Context: an optimization exercise on an open-source flow, tuned for small area. The choices shown serve that exercise and are no tape-out recipe. Function not checked in this run: the RTL went through the layout flow alone.

===== design/flow/design.v =====
module fast (
   input bit clk,
   input bit rst_n,
   input logic [391:0] in_data,
   output logic [12:0] out_pixel
);
wire nc0;
wire nc1;
wire nc2;
wire nc3;
wire nc4;
wire nc5;
wire nc6;
wire nc7;
wire x8;
wire k9;
wire s10;
wire c11;
wire s12;
wire c13;
wire s14;
wire c15;
wire s16;
wire c17;
wire s18;
wire c19;
wire s20;
wire c21;
wire s22;
wire c23;
wire a24;
wire p25;
wire d26;
wire d27;
wire d28;
wire d29;
wire d30;
wire d31;
wire d32;
wire x33;
wire k34;
wire s35;
wire c36;
wire s37;
wire c38;
wire s39;
wire c40;
wire s41;
wire c42;
wire s43;
wire c44;
wire s45;
wire c46;
wire s47;
wire c48;
wire a49;
wire p50;
wire d51;
wire d52;
wire d53;
wire d54;
wire d55;
wire d56;
wire d57;
wire x58;
wire k59;
wire s60;
wire c61;
wire s62;
wire c63;
wire s64;
wire c65;
wire s66;
wire c67;
wire s68;
wire c69;
wire s70;
wire c71;
wire s72;
wire c73;
wire a74;
wire p75;
wire d76;
wire d77;
wire d78;
wire d79;
wire d80;
wire d81;
wire d82;
wire x83;
wire k84;
wire s85;
wire c86;
wire s87;
wire c88;
wire s89;
wire c90;
wire s91;
wire c92;
wire s93;
wire c94;
wire s95;
wire c96;
wire s97;
wire c98;
wire a99;
wire p100;
wire d101;
wire d102;
wire d103;
wire d104;
wire d105;
wire d106;
wire d107;
wire x108;
wire k109;
wire s110;
wire c111;
wire s112;
wire c113;
wire s114;
wire c115;
wire s116;
wire c117;
wire s118;
wire c119;
wire s120;
wire c121;
wire s122;
wire c123;
wire a124;
wire p125;
wire d126;
wire d127;
wire d128;
wire d129;
wire d130;
wire d131;
wire d132;
wire x133;
wire k134;
wire s135;
wire c136;
wire s137;
wire c138;
wire s139;
wire c140;
wire s141;
wire c142;
wire s143;
wire c144;
wire s145;
wire c146;
wire s147;
wire c148;
wire a149;
wire p150;
wire d151;
wire d152;
wire d153;
wire d154;
wire d155;
wire d156;
wire d157;
wire x158;
wire k159;
wire s160;
wire c161;
wire s162;
wire c163;
wire s164;
wire c165;
wire s166;
wire c167;
wire s168;
wire c169;
wire s170;
wire c171;
wire s172;
wire c173;
wire a174;
wire p175;
wire d176;
wire d177;
wire d178;
wire d179;
wire d180;
wire d181;
wire d182;
wire x183;
wire k184;
wire s185;
wire c186;
wire s187;
wire c188;
wire s189;
wire c190;
wire s191;
wire c192;
wire s193;
wire c194;
wire s195;
wire c196;
wire s197;
wire c198;
wire a199;
wire p200;
wire d201;
wire d202;
wire d203;
wire d204;
wire d205;
wire d206;
wire d207;
wire x208;
wire k209;
wire s210;
wire c211;
wire s212;
wire c213;
wire s214;
wire c215;
wire s216;
wire c217;
wire s218;
wire c219;
wire s220;
wire c221;
wire s222;
wire c223;
wire a224;
wire p225;
wire d226;
wire d227;
wire d228;
wire d229;
wire d230;
wire d231;
wire d232;
wire x233;
wire k234;
wire s235;
wire c236;
wire s237;
wire c238;
wire s239;
wire c240;
wire s241;
wire c242;
wire s243;
wire c244;
wire s245;
wire c246;
wire s247;
wire c248;
wire a249;
wire p250;
wire d251;
wire d252;
wire d253;
wire d254;
wire d255;
wire d256;
wire d257;
wire x258;
wire k259;
wire s260;
wire c261;
wire s262;
wire c263;
wire s264;
wire c265;
wire s266;
wire c267;
wire s268;
wire c269;
wire s270;
wire c271;
wire s272;
wire c273;
wire a274;
wire p275;
wire d276;
wire d277;
wire d278;
wire d279;
wire d280;
wire d281;
wire d282;
wire x283;
wire k284;
wire s285;
wire c286;
wire s287;
wire c288;
wire s289;
wire c290;
wire s291;
wire c292;
wire s293;
wire c294;
wire s295;
wire c296;
wire s297;
wire c298;
wire a299;
wire p300;
wire d301;
wire d302;
wire d303;
wire d304;
wire d305;
wire d306;
wire d307;
wire x308;
wire k309;
wire s310;
wire c311;
wire s312;
wire c313;
wire s314;
wire c315;
wire s316;
wire c317;
wire s318;
wire c319;
wire s320;
wire c321;
wire s322;
wire c323;
wire a324;
wire p325;
wire d326;
wire d327;
wire d328;
wire d329;
wire d330;
wire d331;
wire d332;
wire x333;
wire k334;
wire s335;
wire c336;
wire s337;
wire c338;
wire s339;
wire c340;
wire s341;
wire c342;
wire s343;
wire c344;
wire s345;
wire c346;
wire s347;
wire c348;
wire a349;
wire p350;
wire d351;
wire d352;
wire d353;
wire d354;
wire d355;
wire d356;
wire d357;
wire x358;
wire k359;
wire s360;
wire c361;
wire s362;
wire c363;
wire s364;
wire c365;
wire s366;
wire c367;
wire s368;
wire c369;
wire s370;
wire c371;
wire s372;
wire c373;
wire a374;
wire p375;
wire d376;
wire d377;
wire d378;
wire d379;
wire d380;
wire d381;
wire d382;
wire x383;
wire k384;
wire s385;
wire c386;
wire s387;
wire c388;
wire s389;
wire c390;
wire s391;
wire c392;
wire s393;
wire c394;
wire s395;
wire c396;
wire s397;
wire c398;
wire a399;
wire p400;
wire d401;
wire d402;
wire d403;
wire d404;
wire d405;
wire d406;
wire d407;
wire s408;
wire c409;
wire s410;
wire c411;
wire s412;
wire c413;
wire s414;
wire c415;
wire s416;
wire c417;
wire s418;
wire c419;
wire s420;
wire c421;
wire s422;
wire c423;
wire s424;
wire c425;
wire s426;
wire c427;
wire s428;
wire c429;
wire s430;
wire c431;
wire s432;
wire c433;
wire s434;
wire c435;
wire s436;
wire c437;
wire s438;
wire c439;
wire s440;
wire c441;
wire s442;
wire c443;
wire s444;
wire c445;
wire s446;
wire c447;
wire s448;
wire c449;
wire s450;
wire c451;
wire s452;
wire c453;
wire s454;
wire c455;
wire s456;
wire c457;
wire s458;
wire c459;
wire s460;
wire c461;
wire s462;
wire c463;
wire s464;
wire c465;
wire s466;
wire c467;
wire s468;
wire c469;
wire s470;
wire c471;
wire s472;
wire c473;
wire s474;
wire c475;
wire s476;
wire c477;
wire s478;
wire c479;
wire s480;
wire c481;
wire s482;
wire c483;
wire s484;
wire c485;
wire s486;
wire c487;
wire s488;
wire c489;
wire s490;
wire c491;
wire s492;
wire c493;
wire s494;
wire c495;
wire s496;
wire c497;
wire s498;
wire c499;
wire s500;
wire c501;
wire s502;
wire c503;
wire s504;
wire c505;
wire s506;
wire c507;
wire s508;
wire c509;
wire s510;
wire c511;
wire s512;
wire c513;
wire s514;
wire c515;
wire s516;
wire c517;
wire s518;
wire c519;
wire s520;
wire c521;
wire s522;
wire c523;
wire s524;
wire c525;
wire s526;
wire c527;
wire s528;
wire c529;
wire s530;
wire c531;
wire s532;
wire c533;
wire s534;
wire c535;
wire s536;
wire c537;
wire s538;
wire c539;
wire s540;
wire c541;
wire s542;
wire c543;
wire s544;
wire c545;
wire s546;
wire c547;
wire s548;
wire c549;
wire s550;
wire c551;
wire s552;
wire c553;
wire s554;
wire c555;
wire s556;
wire c557;
wire s558;
wire c559;
wire s560;
wire c561;
wire s562;
wire c563;
wire s564;
wire c565;
wire s566;
wire c567;
wire s568;
wire c569;
wire s570;
wire c571;
wire s572;
wire c573;
wire s574;
wire c575;
wire s576;
wire c577;
wire s578;
wire c579;
wire s580;
wire c581;
wire s582;
wire c583;
wire s584;
wire c585;
wire s586;
wire c587;
wire s588;
wire c589;
wire s590;
wire c591;
wire s592;
wire c593;
wire s594;
wire c595;
wire s596;
wire c597;
wire s598;
wire c599;
wire s600;
wire c601;
wire s602;
wire c603;
wire s604;
wire c605;
wire s606;
wire c607;
wire s608;
wire c609;
wire s610;
wire c611;
wire s612;
wire c613;
wire s614;
wire c615;
wire s616;
wire c617;
wire s618;
wire c619;
wire s620;
wire c621;
wire s622;
wire c623;
wire s624;
wire c625;
wire s626;
wire c627;
wire s628;
wire c629;
wire s630;
wire c631;
wire s632;
wire c633;
wire s634;
wire c635;
wire s636;
wire c637;
wire s638;
wire c639;
wire s640;
wire c641;
wire s642;
wire c643;
wire s644;
wire c645;
wire s646;
wire c647;
wire s648;
wire c649;
wire s650;
wire c651;
wire s652;
wire c653;
wire s654;
wire c655;
wire s656;
wire c657;
wire s658;
wire c659;
wire s660;
wire c661;
wire s662;
wire c663;
wire s664;
wire c665;
wire s666;
wire c667;
wire s668;
wire c669;
wire s670;
wire c671;
wire s672;
wire c673;
wire s674;
wire c675;
wire s676;
wire c677;
wire s678;
wire c679;
wire s680;
wire c681;
wire s682;
wire c683;
wire s684;
wire c685;
wire s686;
wire c687;
wire s688;
wire c689;
wire s690;
assign nc0 = ~in_data[192];
assign nc1 = ~in_data[193];
assign nc2 = ~in_data[194];
assign nc3 = ~in_data[195];
assign nc4 = ~in_data[196];
assign nc5 = ~in_data[197];
assign nc6 = ~in_data[198];
assign nc7 = ~in_data[199];
assign x8 = in_data[192] ^ in_data[24];
or_cell u_k9 (.a(nc0), .b(in_data[24]), .y(k9));
fa_cell u_s10 (.a(nc1), .b(in_data[25]), .c(k9), .s(s10), .co(c11));
fa_cell u_s12 (.a(nc2), .b(in_data[26]), .c(c11), .s(s12), .co(c13));
fa_cell u_s14 (.a(nc3), .b(in_data[27]), .c(c13), .s(s14), .co(c15));
fa_cell u_s16 (.a(nc4), .b(in_data[28]), .c(c15), .s(s16), .co(c17));
fa_cell u_s18 (.a(nc5), .b(in_data[29]), .c(c17), .s(s18), .co(c19));
fa_cell u_s20 (.a(nc6), .b(in_data[30]), .c(c19), .s(s20), .co(c21));
fa_cell u_s22 (.a(nc7), .b(in_data[31]), .c(c21), .s(s22), .co(c23));
assign a24 = ~c23;
assign p25 = ~(c23 | x8);
assign d26 = s10 ^ a24;
assign d27 = s12 ^ a24;
assign d28 = s14 ^ a24;
assign d29 = s16 ^ a24;
assign d30 = s18 ^ a24;
assign d31 = s20 ^ a24;
assign d32 = s22 ^ a24;
assign x33 = in_data[192] ^ in_data[32];
or_cell u_k34 (.a(nc0), .b(in_data[32]), .y(k34));
fa_cell u_s35 (.a(nc1), .b(in_data[33]), .c(k34), .s(s35), .co(c36));
fa_cell u_s37 (.a(nc2), .b(in_data[34]), .c(c36), .s(s37), .co(c38));
fa_cell u_s39 (.a(nc3), .b(in_data[35]), .c(c38), .s(s39), .co(c40));
fa_cell u_s41 (.a(nc4), .b(in_data[36]), .c(c40), .s(s41), .co(c42));
fa_cell u_s43 (.a(nc5), .b(in_data[37]), .c(c42), .s(s43), .co(c44));
fa_cell u_s45 (.a(nc6), .b(in_data[38]), .c(c44), .s(s45), .co(c46));
fa_cell u_s47 (.a(nc7), .b(in_data[39]), .c(c46), .s(s47), .co(c48));
assign a49 = ~c48;
assign p50 = ~(c48 | x33);
assign d51 = s35 ^ a49;
assign d52 = s37 ^ a49;
assign d53 = s39 ^ a49;
assign d54 = s41 ^ a49;
assign d55 = s43 ^ a49;
assign d56 = s45 ^ a49;
assign d57 = s47 ^ a49;
assign x58 = in_data[192] ^ in_data[96];
or_cell u_k59 (.a(nc0), .b(in_data[96]), .y(k59));
fa_cell u_s60 (.a(nc1), .b(in_data[97]), .c(k59), .s(s60), .co(c61));
fa_cell u_s62 (.a(nc2), .b(in_data[98]), .c(c61), .s(s62), .co(c63));
fa_cell u_s64 (.a(nc3), .b(in_data[99]), .c(c63), .s(s64), .co(c65));
fa_cell u_s66 (.a(nc4), .b(in_data[100]), .c(c65), .s(s66), .co(c67));
fa_cell u_s68 (.a(nc5), .b(in_data[101]), .c(c67), .s(s68), .co(c69));
fa_cell u_s70 (.a(nc6), .b(in_data[102]), .c(c69), .s(s70), .co(c71));
fa_cell u_s72 (.a(nc7), .b(in_data[103]), .c(c71), .s(s72), .co(c73));
assign a74 = ~c73;
assign p75 = ~(c73 | x58);
assign d76 = s60 ^ a74;
assign d77 = s62 ^ a74;
assign d78 = s64 ^ a74;
assign d79 = s66 ^ a74;
assign d80 = s68 ^ a74;
assign d81 = s70 ^ a74;
assign d82 = s72 ^ a74;
assign x83 = in_data[192] ^ in_data[160];
or_cell u_k84 (.a(nc0), .b(in_data[160]), .y(k84));
fa_cell u_s85 (.a(nc1), .b(in_data[161]), .c(k84), .s(s85), .co(c86));
fa_cell u_s87 (.a(nc2), .b(in_data[162]), .c(c86), .s(s87), .co(c88));
fa_cell u_s89 (.a(nc3), .b(in_data[163]), .c(c88), .s(s89), .co(c90));
fa_cell u_s91 (.a(nc4), .b(in_data[164]), .c(c90), .s(s91), .co(c92));
fa_cell u_s93 (.a(nc5), .b(in_data[165]), .c(c92), .s(s93), .co(c94));
fa_cell u_s95 (.a(nc6), .b(in_data[166]), .c(c94), .s(s95), .co(c96));
fa_cell u_s97 (.a(nc7), .b(in_data[167]), .c(c96), .s(s97), .co(c98));
assign a99 = ~c98;
assign p100 = ~(c98 | x83);
assign d101 = s85 ^ a99;
assign d102 = s87 ^ a99;
assign d103 = s89 ^ a99;
assign d104 = s91 ^ a99;
assign d105 = s93 ^ a99;
assign d106 = s95 ^ a99;
assign d107 = s97 ^ a99;
assign x108 = in_data[192] ^ in_data[216];
or_cell u_k109 (.a(nc0), .b(in_data[216]), .y(k109));
fa_cell u_s110 (.a(nc1), .b(in_data[217]), .c(k109), .s(s110), .co(c111));
fa_cell u_s112 (.a(nc2), .b(in_data[218]), .c(c111), .s(s112), .co(c113));
fa_cell u_s114 (.a(nc3), .b(in_data[219]), .c(c113), .s(s114), .co(c115));
fa_cell u_s116 (.a(nc4), .b(in_data[220]), .c(c115), .s(s116), .co(c117));
fa_cell u_s118 (.a(nc5), .b(in_data[221]), .c(c117), .s(s118), .co(c119));
fa_cell u_s120 (.a(nc6), .b(in_data[222]), .c(c119), .s(s120), .co(c121));
fa_cell u_s122 (.a(nc7), .b(in_data[223]), .c(c121), .s(s122), .co(c123));
assign a124 = ~c123;
assign p125 = ~(c123 | x108);
assign d126 = s110 ^ a124;
assign d127 = s112 ^ a124;
assign d128 = s114 ^ a124;
assign d129 = s116 ^ a124;
assign d130 = s118 ^ a124;
assign d131 = s120 ^ a124;
assign d132 = s122 ^ a124;
assign x133 = in_data[192] ^ in_data[272];
or_cell u_k134 (.a(nc0), .b(in_data[272]), .y(k134));
fa_cell u_s135 (.a(nc1), .b(in_data[273]), .c(k134), .s(s135), .co(c136));
fa_cell u_s137 (.a(nc2), .b(in_data[274]), .c(c136), .s(s137), .co(c138));
fa_cell u_s139 (.a(nc3), .b(in_data[275]), .c(c138), .s(s139), .co(c140));
fa_cell u_s141 (.a(nc4), .b(in_data[276]), .c(c140), .s(s141), .co(c142));
fa_cell u_s143 (.a(nc5), .b(in_data[277]), .c(c142), .s(s143), .co(c144));
fa_cell u_s145 (.a(nc6), .b(in_data[278]), .c(c144), .s(s145), .co(c146));
fa_cell u_s147 (.a(nc7), .b(in_data[279]), .c(c146), .s(s147), .co(c148));
assign a149 = ~c148;
assign p150 = ~(c148 | x133);
assign d151 = s135 ^ a149;
assign d152 = s137 ^ a149;
assign d153 = s139 ^ a149;
assign d154 = s141 ^ a149;
assign d155 = s143 ^ a149;
assign d156 = s145 ^ a149;
assign d157 = s147 ^ a149;
assign x158 = in_data[192] ^ in_data[320];
or_cell u_k159 (.a(nc0), .b(in_data[320]), .y(k159));
fa_cell u_s160 (.a(nc1), .b(in_data[321]), .c(k159), .s(s160), .co(c161));
fa_cell u_s162 (.a(nc2), .b(in_data[322]), .c(c161), .s(s162), .co(c163));
fa_cell u_s164 (.a(nc3), .b(in_data[323]), .c(c163), .s(s164), .co(c165));
fa_cell u_s166 (.a(nc4), .b(in_data[324]), .c(c165), .s(s166), .co(c167));
fa_cell u_s168 (.a(nc5), .b(in_data[325]), .c(c167), .s(s168), .co(c169));
fa_cell u_s170 (.a(nc6), .b(in_data[326]), .c(c169), .s(s170), .co(c171));
fa_cell u_s172 (.a(nc7), .b(in_data[327]), .c(c171), .s(s172), .co(c173));
assign a174 = ~c173;
assign p175 = ~(c173 | x158);
assign d176 = s160 ^ a174;
assign d177 = s162 ^ a174;
assign d178 = s164 ^ a174;
assign d179 = s166 ^ a174;
assign d180 = s168 ^ a174;
assign d181 = s170 ^ a174;
assign d182 = s172 ^ a174;
assign x183 = in_data[192] ^ in_data[368];
or_cell u_k184 (.a(nc0), .b(in_data[368]), .y(k184));
fa_cell u_s185 (.a(nc1), .b(in_data[369]), .c(k184), .s(s185), .co(c186));
fa_cell u_s187 (.a(nc2), .b(in_data[370]), .c(c186), .s(s187), .co(c188));
fa_cell u_s189 (.a(nc3), .b(in_data[371]), .c(c188), .s(s189), .co(c190));
fa_cell u_s191 (.a(nc4), .b(in_data[372]), .c(c190), .s(s191), .co(c192));
fa_cell u_s193 (.a(nc5), .b(in_data[373]), .c(c192), .s(s193), .co(c194));
fa_cell u_s195 (.a(nc6), .b(in_data[374]), .c(c194), .s(s195), .co(c196));
fa_cell u_s197 (.a(nc7), .b(in_data[375]), .c(c196), .s(s197), .co(c198));
assign a199 = ~c198;
assign p200 = ~(c198 | x183);
assign d201 = s185 ^ a199;
assign d202 = s187 ^ a199;
assign d203 = s189 ^ a199;
assign d204 = s191 ^ a199;
assign d205 = s193 ^ a199;
assign d206 = s195 ^ a199;
assign d207 = s197 ^ a199;
assign x208 = in_data[192] ^ in_data[360];
or_cell u_k209 (.a(nc0), .b(in_data[360]), .y(k209));
fa_cell u_s210 (.a(nc1), .b(in_data[361]), .c(k209), .s(s210), .co(c211));
fa_cell u_s212 (.a(nc2), .b(in_data[362]), .c(c211), .s(s212), .co(c213));
fa_cell u_s214 (.a(nc3), .b(in_data[363]), .c(c213), .s(s214), .co(c215));
fa_cell u_s216 (.a(nc4), .b(in_data[364]), .c(c215), .s(s216), .co(c217));
fa_cell u_s218 (.a(nc5), .b(in_data[365]), .c(c217), .s(s218), .co(c219));
fa_cell u_s220 (.a(nc6), .b(in_data[366]), .c(c219), .s(s220), .co(c221));
fa_cell u_s222 (.a(nc7), .b(in_data[367]), .c(c221), .s(s222), .co(c223));
assign a224 = ~c223;
assign p225 = ~(c223 | x208);
assign d226 = s210 ^ a224;
assign d227 = s212 ^ a224;
assign d228 = s214 ^ a224;
assign d229 = s216 ^ a224;
assign d230 = s218 ^ a224;
assign d231 = s220 ^ a224;
assign d232 = s222 ^ a224;
assign x233 = in_data[192] ^ in_data[352];
or_cell u_k234 (.a(nc0), .b(in_data[352]), .y(k234));
fa_cell u_s235 (.a(nc1), .b(in_data[353]), .c(k234), .s(s235), .co(c236));
fa_cell u_s237 (.a(nc2), .b(in_data[354]), .c(c236), .s(s237), .co(c238));
fa_cell u_s239 (.a(nc3), .b(in_data[355]), .c(c238), .s(s239), .co(c240));
fa_cell u_s241 (.a(nc4), .b(in_data[356]), .c(c240), .s(s241), .co(c242));
fa_cell u_s243 (.a(nc5), .b(in_data[357]), .c(c242), .s(s243), .co(c244));
fa_cell u_s245 (.a(nc6), .b(in_data[358]), .c(c244), .s(s245), .co(c246));
fa_cell u_s247 (.a(nc7), .b(in_data[359]), .c(c246), .s(s247), .co(c248));
assign a249 = ~c248;
assign p250 = ~(c248 | x233);
assign d251 = s235 ^ a249;
assign d252 = s237 ^ a249;
assign d253 = s239 ^ a249;
assign d254 = s241 ^ a249;
assign d255 = s243 ^ a249;
assign d256 = s245 ^ a249;
assign d257 = s247 ^ a249;
assign x258 = in_data[192] ^ in_data[288];
or_cell u_k259 (.a(nc0), .b(in_data[288]), .y(k259));
fa_cell u_s260 (.a(nc1), .b(in_data[289]), .c(k259), .s(s260), .co(c261));
fa_cell u_s262 (.a(nc2), .b(in_data[290]), .c(c261), .s(s262), .co(c263));
fa_cell u_s264 (.a(nc3), .b(in_data[291]), .c(c263), .s(s264), .co(c265));
fa_cell u_s266 (.a(nc4), .b(in_data[292]), .c(c265), .s(s266), .co(c267));
fa_cell u_s268 (.a(nc5), .b(in_data[293]), .c(c267), .s(s268), .co(c269));
fa_cell u_s270 (.a(nc6), .b(in_data[294]), .c(c269), .s(s270), .co(c271));
fa_cell u_s272 (.a(nc7), .b(in_data[295]), .c(c271), .s(s272), .co(c273));
assign a274 = ~c273;
assign p275 = ~(c273 | x258);
assign d276 = s260 ^ a274;
assign d277 = s262 ^ a274;
assign d278 = s264 ^ a274;
assign d279 = s266 ^ a274;
assign d280 = s268 ^ a274;
assign d281 = s270 ^ a274;
assign d282 = s272 ^ a274;
assign x283 = in_data[192] ^ in_data[224];
or_cell u_k284 (.a(nc0), .b(in_data[224]), .y(k284));
fa_cell u_s285 (.a(nc1), .b(in_data[225]), .c(k284), .s(s285), .co(c286));
fa_cell u_s287 (.a(nc2), .b(in_data[226]), .c(c286), .s(s287), .co(c288));
fa_cell u_s289 (.a(nc3), .b(in_data[227]), .c(c288), .s(s289), .co(c290));
fa_cell u_s291 (.a(nc4), .b(in_data[228]), .c(c290), .s(s291), .co(c292));
fa_cell u_s293 (.a(nc5), .b(in_data[229]), .c(c292), .s(s293), .co(c294));
fa_cell u_s295 (.a(nc6), .b(in_data[230]), .c(c294), .s(s295), .co(c296));
fa_cell u_s297 (.a(nc7), .b(in_data[231]), .c(c296), .s(s297), .co(c298));
assign a299 = ~c298;
assign p300 = ~(c298 | x283);
assign d301 = s285 ^ a299;
assign d302 = s287 ^ a299;
assign d303 = s289 ^ a299;
assign d304 = s291 ^ a299;
assign d305 = s293 ^ a299;
assign d306 = s295 ^ a299;
assign d307 = s297 ^ a299;
assign x308 = in_data[192] ^ in_data[168];
or_cell u_k309 (.a(nc0), .b(in_data[168]), .y(k309));
fa_cell u_s310 (.a(nc1), .b(in_data[169]), .c(k309), .s(s310), .co(c311));
fa_cell u_s312 (.a(nc2), .b(in_data[170]), .c(c311), .s(s312), .co(c313));
fa_cell u_s314 (.a(nc3), .b(in_data[171]), .c(c313), .s(s314), .co(c315));
fa_cell u_s316 (.a(nc4), .b(in_data[172]), .c(c315), .s(s316), .co(c317));
fa_cell u_s318 (.a(nc5), .b(in_data[173]), .c(c317), .s(s318), .co(c319));
fa_cell u_s320 (.a(nc6), .b(in_data[174]), .c(c319), .s(s320), .co(c321));
fa_cell u_s322 (.a(nc7), .b(in_data[175]), .c(c321), .s(s322), .co(c323));
assign a324 = ~c323;
assign p325 = ~(c323 | x308);
assign d326 = s310 ^ a324;
assign d327 = s312 ^ a324;
assign d328 = s314 ^ a324;
assign d329 = s316 ^ a324;
assign d330 = s318 ^ a324;
assign d331 = s320 ^ a324;
assign d332 = s322 ^ a324;
assign x333 = in_data[192] ^ in_data[112];
or_cell u_k334 (.a(nc0), .b(in_data[112]), .y(k334));
fa_cell u_s335 (.a(nc1), .b(in_data[113]), .c(k334), .s(s335), .co(c336));
fa_cell u_s337 (.a(nc2), .b(in_data[114]), .c(c336), .s(s337), .co(c338));
fa_cell u_s339 (.a(nc3), .b(in_data[115]), .c(c338), .s(s339), .co(c340));
fa_cell u_s341 (.a(nc4), .b(in_data[116]), .c(c340), .s(s341), .co(c342));
fa_cell u_s343 (.a(nc5), .b(in_data[117]), .c(c342), .s(s343), .co(c344));
fa_cell u_s345 (.a(nc6), .b(in_data[118]), .c(c344), .s(s345), .co(c346));
fa_cell u_s347 (.a(nc7), .b(in_data[119]), .c(c346), .s(s347), .co(c348));
assign a349 = ~c348;
assign p350 = ~(c348 | x333);
assign d351 = s335 ^ a349;
assign d352 = s337 ^ a349;
assign d353 = s339 ^ a349;
assign d354 = s341 ^ a349;
assign d355 = s343 ^ a349;
assign d356 = s345 ^ a349;
assign d357 = s347 ^ a349;
assign x358 = in_data[192] ^ in_data[64];
or_cell u_k359 (.a(nc0), .b(in_data[64]), .y(k359));
fa_cell u_s360 (.a(nc1), .b(in_data[65]), .c(k359), .s(s360), .co(c361));
fa_cell u_s362 (.a(nc2), .b(in_data[66]), .c(c361), .s(s362), .co(c363));
fa_cell u_s364 (.a(nc3), .b(in_data[67]), .c(c363), .s(s364), .co(c365));
fa_cell u_s366 (.a(nc4), .b(in_data[68]), .c(c365), .s(s366), .co(c367));
fa_cell u_s368 (.a(nc5), .b(in_data[69]), .c(c367), .s(s368), .co(c369));
fa_cell u_s370 (.a(nc6), .b(in_data[70]), .c(c369), .s(s370), .co(c371));
fa_cell u_s372 (.a(nc7), .b(in_data[71]), .c(c371), .s(s372), .co(c373));
assign a374 = ~c373;
assign p375 = ~(c373 | x358);
assign d376 = s360 ^ a374;
assign d377 = s362 ^ a374;
assign d378 = s364 ^ a374;
assign d379 = s366 ^ a374;
assign d380 = s368 ^ a374;
assign d381 = s370 ^ a374;
assign d382 = s372 ^ a374;
assign x383 = in_data[192] ^ in_data[16];
or_cell u_k384 (.a(nc0), .b(in_data[16]), .y(k384));
fa_cell u_s385 (.a(nc1), .b(in_data[17]), .c(k384), .s(s385), .co(c386));
fa_cell u_s387 (.a(nc2), .b(in_data[18]), .c(c386), .s(s387), .co(c388));
fa_cell u_s389 (.a(nc3), .b(in_data[19]), .c(c388), .s(s389), .co(c390));
fa_cell u_s391 (.a(nc4), .b(in_data[20]), .c(c390), .s(s391), .co(c392));
fa_cell u_s393 (.a(nc5), .b(in_data[21]), .c(c392), .s(s393), .co(c394));
fa_cell u_s395 (.a(nc6), .b(in_data[22]), .c(c394), .s(s395), .co(c396));
fa_cell u_s397 (.a(nc7), .b(in_data[23]), .c(c396), .s(s397), .co(c398));
assign a399 = ~c398;
assign p400 = ~(c398 | x383);
assign d401 = s385 ^ a399;
assign d402 = s387 ^ a399;
assign d403 = s389 ^ a399;
assign d404 = s391 ^ a399;
assign d405 = s393 ^ a399;
assign d406 = s395 ^ a399;
assign d407 = s397 ^ a399;
fa_cell u_s408 (.a(x108), .b(x133), .c(x158), .s(s408), .co(c409));
fa_cell u_s410 (.a(x183), .b(x208), .c(x233), .s(s410), .co(c411));
fa_cell u_s412 (.a(x258), .b(x283), .c(x308), .s(s412), .co(c413));
fa_cell u_s414 (.a(x33), .b(x333), .c(x358), .s(s414), .co(c415));
fa_cell u_s416 (.a(x383), .b(x58), .c(x8), .s(s416), .co(c417));
fa_cell u_s418 (.a(x83), .b(s408), .c(s410), .s(s418), .co(c419));
fa_cell u_s420 (.a(s412), .b(s414), .c(s416), .s(s420), .co(c421));
ha_cell u_s422 (.a(s418), .b(s420), .s(s422), .co(c423));
fa_cell u_s424 (.a(c409), .b(c411), .c(c413), .s(s424), .co(c425));
fa_cell u_s426 (.a(c415), .b(c417), .c(c419), .s(s426), .co(c427));
fa_cell u_s428 (.a(c421), .b(s424), .c(c423), .s(s428), .co(c429));
fa_cell u_s430 (.a(s426), .b(s428), .c(p100), .s(s430), .co(c431));
fa_cell u_s432 (.a(p125), .b(p150), .c(p175), .s(s432), .co(c433));
fa_cell u_s434 (.a(p200), .b(p225), .c(p25), .s(s434), .co(c435));
fa_cell u_s436 (.a(p250), .b(p275), .c(p300), .s(s436), .co(c437));
fa_cell u_s438 (.a(p325), .b(p350), .c(p375), .s(s438), .co(c439));
fa_cell u_s440 (.a(p400), .b(p50), .c(p75), .s(s440), .co(c441));
fa_cell u_s442 (.a(d101), .b(d126), .c(d151), .s(s442), .co(c443));
fa_cell u_s444 (.a(d176), .b(d201), .c(d226), .s(s444), .co(c445));
fa_cell u_s446 (.a(d251), .b(d26), .c(d276), .s(s446), .co(c447));
fa_cell u_s448 (.a(d301), .b(d326), .c(d351), .s(s448), .co(c449));
fa_cell u_s450 (.a(d376), .b(d401), .c(d51), .s(s450), .co(c451));
fa_cell u_s452 (.a(d76), .b(s430), .c(s432), .s(s452), .co(c453));
fa_cell u_s454 (.a(s434), .b(s436), .c(s438), .s(s454), .co(c455));
fa_cell u_s456 (.a(s440), .b(s442), .c(s444), .s(s456), .co(c457));
fa_cell u_s458 (.a(s446), .b(s448), .c(s450), .s(s458), .co(c459));
fa_cell u_s460 (.a(s452), .b(s454), .c(s456), .s(s460), .co(c461));
ha_cell u_s462 (.a(s458), .b(s460), .s(s462), .co(c463));
fa_cell u_s464 (.a(c425), .b(c427), .c(c429), .s(s464), .co(c465));
fa_cell u_s466 (.a(s464), .b(d102), .c(d127), .s(s466), .co(c467));
fa_cell u_s468 (.a(d152), .b(d177), .c(d202), .s(s468), .co(c469));
fa_cell u_s470 (.a(d227), .b(d252), .c(d27), .s(s470), .co(c471));
fa_cell u_s472 (.a(d277), .b(d302), .c(d327), .s(s472), .co(c473));
fa_cell u_s474 (.a(d352), .b(d377), .c(d402), .s(s474), .co(c475));
fa_cell u_s476 (.a(d52), .b(d77), .c(c431), .s(s476), .co(c477));
fa_cell u_s478 (.a(c433), .b(c435), .c(c437), .s(s478), .co(c479));
fa_cell u_s480 (.a(c439), .b(c441), .c(c443), .s(s480), .co(c481));
fa_cell u_s482 (.a(c445), .b(c447), .c(c449), .s(s482), .co(c483));
fa_cell u_s484 (.a(c451), .b(s466), .c(s468), .s(s484), .co(c485));
fa_cell u_s486 (.a(s470), .b(s472), .c(s474), .s(s486), .co(c487));
fa_cell u_s488 (.a(c453), .b(c455), .c(s476), .s(s488), .co(c489));
fa_cell u_s490 (.a(s478), .b(c457), .c(c459), .s(s490), .co(c491));
fa_cell u_s492 (.a(s480), .b(s482), .c(s484), .s(s492), .co(c493));
fa_cell u_s494 (.a(s486), .b(s488), .c(s490), .s(s494), .co(c495));
fa_cell u_s496 (.a(c461), .b(s492), .c(c463), .s(s496), .co(c497));
ha_cell u_s498 (.a(s494), .b(s496), .s(s498), .co(c499));
fa_cell u_s500 (.a(c465), .b(d103), .c(d128), .s(s500), .co(c501));
fa_cell u_s502 (.a(d153), .b(d178), .c(d203), .s(s502), .co(c503));
fa_cell u_s504 (.a(d228), .b(d253), .c(d278), .s(s504), .co(c505));
fa_cell u_s506 (.a(d28), .b(d303), .c(d328), .s(s506), .co(c507));
fa_cell u_s508 (.a(d353), .b(d378), .c(d403), .s(s508), .co(c509));
fa_cell u_s510 (.a(d53), .b(d78), .c(c467), .s(s510), .co(c511));
fa_cell u_s512 (.a(c469), .b(c471), .c(c473), .s(s512), .co(c513));
fa_cell u_s514 (.a(c475), .b(s500), .c(s502), .s(s514), .co(c515));
fa_cell u_s516 (.a(s504), .b(s506), .c(s508), .s(s516), .co(c517));
fa_cell u_s518 (.a(c477), .b(c479), .c(c481), .s(s518), .co(c519));
fa_cell u_s520 (.a(c483), .b(c485), .c(c487), .s(s520), .co(c521));
fa_cell u_s522 (.a(s510), .b(s512), .c(s514), .s(s522), .co(c523));
fa_cell u_s524 (.a(s516), .b(c489), .c(c491), .s(s524), .co(c525));
fa_cell u_s526 (.a(s518), .b(s520), .c(c493), .s(s526), .co(c527));
fa_cell u_s528 (.a(s522), .b(c495), .c(s524), .s(s528), .co(c529));
fa_cell u_s530 (.a(s526), .b(c497), .c(s528), .s(s530), .co(c531));
ha_cell u_s532 (.a(c499), .b(s530), .s(s532), .co(c533));
fa_cell u_s534 (.a(d104), .b(d129), .c(d154), .s(s534), .co(c535));
fa_cell u_s536 (.a(d179), .b(d204), .c(d229), .s(s536), .co(c537));
fa_cell u_s538 (.a(d254), .b(d279), .c(d29), .s(s538), .co(c539));
fa_cell u_s540 (.a(d304), .b(d329), .c(d354), .s(s540), .co(c541));
fa_cell u_s542 (.a(d379), .b(d404), .c(d54), .s(s542), .co(c543));
fa_cell u_s544 (.a(d79), .b(c501), .c(c503), .s(s544), .co(c545));
fa_cell u_s546 (.a(c505), .b(c507), .c(c509), .s(s546), .co(c547));
fa_cell u_s548 (.a(s534), .b(s536), .c(s538), .s(s548), .co(c549));
fa_cell u_s550 (.a(s540), .b(s542), .c(c511), .s(s550), .co(c551));
fa_cell u_s552 (.a(c513), .b(c515), .c(c517), .s(s552), .co(c553));
fa_cell u_s554 (.a(s544), .b(s546), .c(s548), .s(s554), .co(c555));
fa_cell u_s556 (.a(c519), .b(c521), .c(s550), .s(s556), .co(c557));
fa_cell u_s558 (.a(s552), .b(c523), .c(s554), .s(s558), .co(c559));
fa_cell u_s560 (.a(c525), .b(s556), .c(c527), .s(s560), .co(c561));
fa_cell u_s562 (.a(s558), .b(c529), .c(s560), .s(s562), .co(c563));
fa_cell u_s564 (.a(c531), .b(s562), .c(c533), .s(s564), .co(c565));
fa_cell u_s566 (.a(d105), .b(d130), .c(d155), .s(s566), .co(c567));
fa_cell u_s568 (.a(d180), .b(d205), .c(d230), .s(s568), .co(c569));
fa_cell u_s570 (.a(d255), .b(d280), .c(d30), .s(s570), .co(c571));
fa_cell u_s572 (.a(d305), .b(d330), .c(d355), .s(s572), .co(c573));
fa_cell u_s574 (.a(d380), .b(d405), .c(d55), .s(s574), .co(c575));
fa_cell u_s576 (.a(d80), .b(c535), .c(c537), .s(s576), .co(c577));
fa_cell u_s578 (.a(c539), .b(c541), .c(c543), .s(s578), .co(c579));
fa_cell u_s580 (.a(s566), .b(s568), .c(s570), .s(s580), .co(c581));
fa_cell u_s582 (.a(s572), .b(s574), .c(c545), .s(s582), .co(c583));
fa_cell u_s584 (.a(c547), .b(c549), .c(s576), .s(s584), .co(c585));
fa_cell u_s586 (.a(s578), .b(s580), .c(c551), .s(s586), .co(c587));
fa_cell u_s588 (.a(c553), .b(s582), .c(s584), .s(s588), .co(c589));
fa_cell u_s590 (.a(c555), .b(c557), .c(s586), .s(s590), .co(c591));
fa_cell u_s592 (.a(s588), .b(c559), .c(s590), .s(s592), .co(c593));
fa_cell u_s594 (.a(c561), .b(s592), .c(c563), .s(s594), .co(c595));
ha_cell u_s596 (.a(s594), .b(c565), .s(s596), .co(c597));
fa_cell u_s598 (.a(d106), .b(d131), .c(d156), .s(s598), .co(c599));
fa_cell u_s600 (.a(d181), .b(d206), .c(d231), .s(s600), .co(c601));
fa_cell u_s602 (.a(d256), .b(d281), .c(d306), .s(s602), .co(c603));
fa_cell u_s604 (.a(d31), .b(d331), .c(d356), .s(s604), .co(c605));
fa_cell u_s606 (.a(d381), .b(d406), .c(d56), .s(s606), .co(c607));
fa_cell u_s608 (.a(d81), .b(c567), .c(c569), .s(s608), .co(c609));
fa_cell u_s610 (.a(c571), .b(c573), .c(c575), .s(s610), .co(c611));
fa_cell u_s612 (.a(s598), .b(s600), .c(s602), .s(s612), .co(c613));
fa_cell u_s614 (.a(s604), .b(s606), .c(c577), .s(s614), .co(c615));
fa_cell u_s616 (.a(c579), .b(c581), .c(s608), .s(s616), .co(c617));
fa_cell u_s618 (.a(s610), .b(s612), .c(c583), .s(s618), .co(c619));
fa_cell u_s620 (.a(c585), .b(s614), .c(s616), .s(s620), .co(c621));
fa_cell u_s622 (.a(c587), .b(s618), .c(c589), .s(s622), .co(c623));
fa_cell u_s624 (.a(s620), .b(c591), .c(s622), .s(s624), .co(c625));
fa_cell u_s626 (.a(c593), .b(s624), .c(c595), .s(s626), .co(c627));
ha_cell u_s628 (.a(c597), .b(s626), .s(s628), .co(c629));
fa_cell u_s630 (.a(d107), .b(d132), .c(d157), .s(s630), .co(c631));
fa_cell u_s632 (.a(d182), .b(d207), .c(d232), .s(s632), .co(c633));
fa_cell u_s634 (.a(d257), .b(d282), .c(d307), .s(s634), .co(c635));
fa_cell u_s636 (.a(d32), .b(d332), .c(d357), .s(s636), .co(c637));
fa_cell u_s638 (.a(d382), .b(d407), .c(d57), .s(s638), .co(c639));
fa_cell u_s640 (.a(d82), .b(c599), .c(c601), .s(s640), .co(c641));
fa_cell u_s642 (.a(c603), .b(c605), .c(c607), .s(s642), .co(c643));
fa_cell u_s644 (.a(s630), .b(s632), .c(s634), .s(s644), .co(c645));
fa_cell u_s646 (.a(s636), .b(s638), .c(c609), .s(s646), .co(c647));
fa_cell u_s648 (.a(c611), .b(c613), .c(s640), .s(s648), .co(c649));
fa_cell u_s650 (.a(s642), .b(s644), .c(c615), .s(s650), .co(c651));
fa_cell u_s652 (.a(c617), .b(s646), .c(s648), .s(s652), .co(c653));
fa_cell u_s654 (.a(c619), .b(s650), .c(c621), .s(s654), .co(c655));
fa_cell u_s656 (.a(s652), .b(c623), .c(s654), .s(s656), .co(c657));
fa_cell u_s658 (.a(c625), .b(s656), .c(c627), .s(s658), .co(c659));
ha_cell u_s660 (.a(c629), .b(s658), .s(s660), .co(c661));
fa_cell u_s662 (.a(c631), .b(c633), .c(c635), .s(s662), .co(c663));
fa_cell u_s664 (.a(c637), .b(c639), .c(c641), .s(s664), .co(c665));
fa_cell u_s666 (.a(c643), .b(c645), .c(s662), .s(s666), .co(c667));
fa_cell u_s668 (.a(c647), .b(c649), .c(s664), .s(s668), .co(c669));
fa_cell u_s670 (.a(s666), .b(c651), .c(c653), .s(s670), .co(c671));
fa_cell u_s672 (.a(s668), .b(c655), .c(s670), .s(s672), .co(c673));
fa_cell u_s674 (.a(c657), .b(s672), .c(c659), .s(s674), .co(c675));
ha_cell u_s676 (.a(c661), .b(s674), .s(s676), .co(c677));
fa_cell u_s678 (.a(c663), .b(c665), .c(c667), .s(s678), .co(c679));
fa_cell u_s680 (.a(c669), .b(s678), .c(c671), .s(s680), .co(c681));
fa_cell u_s682 (.a(c673), .b(s680), .c(c675), .s(s682), .co(c683));
ha_cell u_s684 (.a(c677), .b(s682), .s(s684), .co(c685));
fa_cell u_s686 (.a(c679), .b(c681), .c(c683), .s(s686), .co(c687));
ha_cell u_s688 (.a(c685), .b(s686), .s(s688), .co(c689));
assign s690 = c687 ^ c689;
wire [15:0] A = {a399, a374, a349, a324, a299, a274, a249, a224, a199, a174, a149, a124, a99, a74, a49, a24};
wire [11:0] S = {s690, s688, s684, s676, s660, s628, s596, s564, s532, s498, s462, s422};
wire [15:0] e = ~(A ^ {A[0], A[15:1]});            
wire [15:0] q2 = e & {e[0], e[15:1]};                
wire [15:0] q4 = q2 & {q2[1:0], q2[15:2]};           
wire [15:0] q8 = q4 & {q4[3:0], q4[15:4]};           
wire is_corner = |q8;
always_ff @(posedge clk) begin
   if (~rst_n) out_pixel <= '0;
   else        out_pixel <= is_corner ? {1'b0, S} : '0;
end
endmodule
module fa_cell (input a, input b, input c, output s, output co);
assign {co, s} = {1'b0, a} + {1'b0, b} + {1'b0, c};
endmodule
module ha_cell (input a, input b, output s, output co);
assign {co, s} = {1'b0, a} + {1'b0, b};
endmodule
module or_cell (input a, input b, output y);
assign y = a | b;
endmodule

===== design/flow/config.mk =====
export PLATFORM = sky130hd
export DESIGN_NAME = fast
export DESIGN_NICKNAME = fast
export VERILOG_FILES = /design/flow/design.v
export SDC_FILE = /design/flow/constraint.sdc
export NUM_CORES = 4
export LEC_CHECK = 0
export CAP_MARGIN = 20
export CORE_MARGIN = 2
export CORE_UTILIZATION = 40
export CTS_BUF_LIST = sky130_fd_sc_hd__clkbuf_4
export SLEW_MARGIN = 20
export SYNTH_HIERARCHICAL = 1
export BUFFER_PORTS_ARGS = -buffer_cell sky130_fd_sc_hd__buf_1
export RECOVER_POWER = 100

===== design/flow/standard.sh =====
#!/bin/bash
# synth_recipe.tcl (not shown) runs the flow's synth.tcl, then flattens the netlist and writes it again
# the make line also repeats each setting of config.mk as NAME=value (left out here)
make -C /OpenROAD-flow-scripts/flow DESIGN_CONFIG=/design/flow/config.mk WORK_HOME=/design/flow/orfs CLKGATE_MAP_FILE= SYNTH_SCRIPT=/design/flow/synth_recipe.tcl "${@:-finish}"

===== design/flow/flow/run.sh =====
#!/bin/bash
set -euo pipefail
cat >> config.mk <<'EOT'
export BUFFER_PORTS_ARGS = -buffer_cell sky130_fd_sc_hd__buf_1
export RECOVER_POWER = 100
EOT
bash standard.sh > flow_make.log 2>&1

===== design/flow/constraint.sdc =====
create_clock -name core_clock -period 12.0 [get_ports {clk}]
set_input_delay 2.4000 -clock core_clock [delete_from_list [all_inputs] [get_ports {clk}]]
set_output_delay 2.4000 -clock core_clock [all_outputs]
set_load 0.01 [all_outputs]

==> results.ini <==
[critical_path]
crit_required_ns=12.25
worstPathMaxFanout=5
cp-start-kind=primary input
crit_type=primary input to flip-flop
end_kind=flip-flop
worstSetupStartpoint=in_data[193]
crit_arrival_ns=12.07

[yosys]
syn-num-nets=1197
ys_seq_area_share_pct=3.31
ys_ff_latch=12
synth_area_um2=7260
avgSynthCellArea_um2=13.2
ys_types=41
ys.warnings.count=7
syn_inst=550

[routing]
drc=0
vias_per_cell=5.01
routedWlPerCell_um=22.2
postRouteAntennaNets=0
num_vias=4768
wl_mm=21.1
drtIter0Drc=260
dr.pass1.iters=5

[cells_and_area]
top_regs=out_pixel (12)
stdcell_area_um2=8460
layout.nets=1369
seq_area_um2=240
syn_to_final_growth_pct=16.7
largest_reg_flops=12
fin_util_pct=47.3
top_register=out_pixel
n_fill_cell=1641
multi_input_comb_area_um2=6940
drive_gt1_share_pct=11.7

[global_route]
grt_pass1_vias=5684
grt_overflow=0
grt_usage_pct=23.1
grt_pass1_wl_mm=33.3
antenna_found_initial=1
grt_max_degree=17

[clocking]
cts_root_buf=clkbuf_4
cts_buffer_depth=2
h-tree-depth=1
clkTransAtPathRegs_ns=0.13
clock-sinks=12
cts-hold-fix-buffers=0
numCtsBuffers=3
cts_tree=done

[timing]
setup_viol=0
fin_crit_sh_pct=98.5
hold_viol=0
layout_min_cycle_time_ns=11.82
worst_pin_slew_ns=1.89
fin_setup_tns_ns=0
slew_viol_final=13
maxSlewHeadroom_pct=-26.1
max_freq_mhz=84.6

[min_path]
hold_class=primary input to flip-flop
hold_start=rst_n
min_path_cells=3
hold_end=out_pixel[0]$_SDFF_PN0_

[run]
cap_violations=1

[status]
status=failed layout checks
violations=capacitance limit, slew limit

[floorplanning]
rows=49
start_util_pct=40.5
die_x_um=139
num_io_pins=407
dieArea_um2=19200
die_h_um=139
core_area_um2=17900

[placed_design]
dpl-instance-area_um2=8290
portBuffers=149
hpwl_mm=19.4
place_congestion=0.919

layer usage:
layer	track usage, %	wire, um	vias up
met5	0	0	-
met4	4.57	342	0
met3	2.52	1150	18
met2	39.2	10600	194
met1	32.7	9010	2483
li1	-	-	2073
modules after synthesis (local to each module, per instance):
| module | cell area, um^2 | copies in the design |
|---|---|---|
| ha_cell | 12.5 | 10 |
| fa_cell | 20.0 | 243 |
| or_cell | 6.26 | 16 |
| fast | 2170 | 1 |
logic make-up after synthesis:
kind of cell	synth area share, %
AO/OA/AOI/OAI	3.10
XOR/XNOR	16.2
adder cells (fa/ha/maj)	68.8
buffers and inverters	2.31
flip-flops	3.31
multiplexers	0.586
other	0.0517
AND/OR/NAND/NOR	5.69
placed cells by master, fill, tap and decap left out, types with 4 or more instances in the layout:
| cell type | count |
|---|---|
| buf_4 | 40 |
| dfxtp_1 | 12 |
| nand3_1 | 6 |
| or2_1 | 16 |
| nand2_1 | 18 |
| ha_1 | 10 |
| fa_2 | 23 |
| xnor2_2 | 4 |
| nand4_1 | 4 |
| xnor2_1 | 109 |
| nor2_1 | 17 |
| a31oi_1 | 11 |
| fa_1 | 220 |
| xor2_1 | 21 |
| or3_1 | 5 |
| buf_1 | 149 |
| inv_1 | 4 |
Yosys cell counts, drive strengths merged:
cell	count	area (um^2)
fa	243	4860
xnor2	113	990
buf	22	123
xor2	21	184
or2	19	119
nand2	18	67.6
nor2	18	67.6
a31oi	12	75.1
dfxtp	12	240
ha	10	125
inv	9	33.8
nand3	6	30.0
or3	5	31.3
nand4	4	25.0
or4	4	33.8
a21oi	3	15.0
clkbuf	3	11.3
mux2i	3	42.5
o21ai	3	15.0
o22ai	3	18.8
a22oi	2	15.0
nor4	2	12.5
o22a	2	17.5
o32ai	2	17.5
a211oi	1	7.51
a21boi	1	11.3
a22o	1	8.76
a2bb2oi	1	8.76
and3	1	6.26
and4	1	8.76
conb	1	3.75
nor2b	1	6.26
nor3	1	5.00
o211ai	1	7.51
o21a	1	7.51
cell type report:
class	count	area share (%)
Antenna cell	1	0.0296
Tap cell	229	3.39
Sequential cell	12	2.84
Inverter	9	0.443
Timing Repair Buffer	192	11.0
Clock inverter	1	0.0443
Clock buffer	3	0.266
Multi-Input combinational cell	504	82.0
critical path, cell delays in order:
cell	delay (ns)
buf_1	0.13
clkinvlp_4	0.18
buf_4	0.20
buf_4	0.13
fa_1	0.43
fa_1	0.40
fa_1	0.40
fa_1	0.40
fa_1	0.40
fa_1	0.40
fa_1	0.48
nor2_1	0.28
fa_1	0.53
fa_1	0.48
fa_1	0.49
fa_1	0.40
fa_1	0.43
fa_1	0.44
fa_1	0.40
fa_1	0.39
fa_1	0.40
fa_1	0.39
fa_1	0.39
fa_1	0.44
ha_1	0.20
xor2_1	0.14
nand2_1	0.08
a31oi_2	0.24
per-stage QoR:
stage | hold slack (ns) | cells | setup WS [ns]
2_1_floorplan | 2.52 | 550 | 0.00968
3_3_place_gp | 2.79 | 942 | -0.269
3_5_place_dp | 2.79 | 942 | -0.368
4_1_cts | 2.64 | 946 | 0.00787
5_1_grt | 2.66 | 951 | -0.00511
6_report | 2.62 | 951 | 0.182
how the worst max path moves through the flow:
stage / end / slack, ns
after global placement: out_pixel[11]$_SDFF_PN0_ / -0.27
after global routing: out_pixel[11]$_SDFF_PN0_ / -0.005
after CTS: out_pixel[11]$_SDFF_PN0_ / 0.008
final: out_pixel[11]$_SDFF_PN0_ / 0.18
after floorplan: out_pixel[11]$_SDFF_PN0_ / 0.01
after detailed placement: out_pixel[11]$_SDFF_PN0_ / -0.37
what timing repair did:
item,in CTS,in global routing
pin swaps,0,5
hold endpoints to repair,0,0
setup buffers,0,3
setup endpoints to repair,1,2
resized for setup,1,30
gates cloned,0,0

what the ideal ports hide:
The flow's constraints put no driver on any port. The routed layout listed below was extracted and timed again, unchanged, in two steps.
Step 1 assumes that a clkbuf_16 drives the clock port and a buf_2 every other input.
Step 2 adds t to the input delays and takes it off the output delays; t is the mean of the earliest and latest rising clock arrival at the registers after step 1. Input paths then give back, and output paths get back, about the clock's delay inside the block.
Slacks: ideal / step 1 / step 2; pairs: ideal / step 1.
shift t [ns]: 0.355
setup WS [ns]: 0.182 / 0.192 / -0.163
slew at the worst register clock pin (ns): 0.13 / 0.13
The setup slack of this run moves by +0.010 ns with the drivers and by -0.345 ns with both steps.
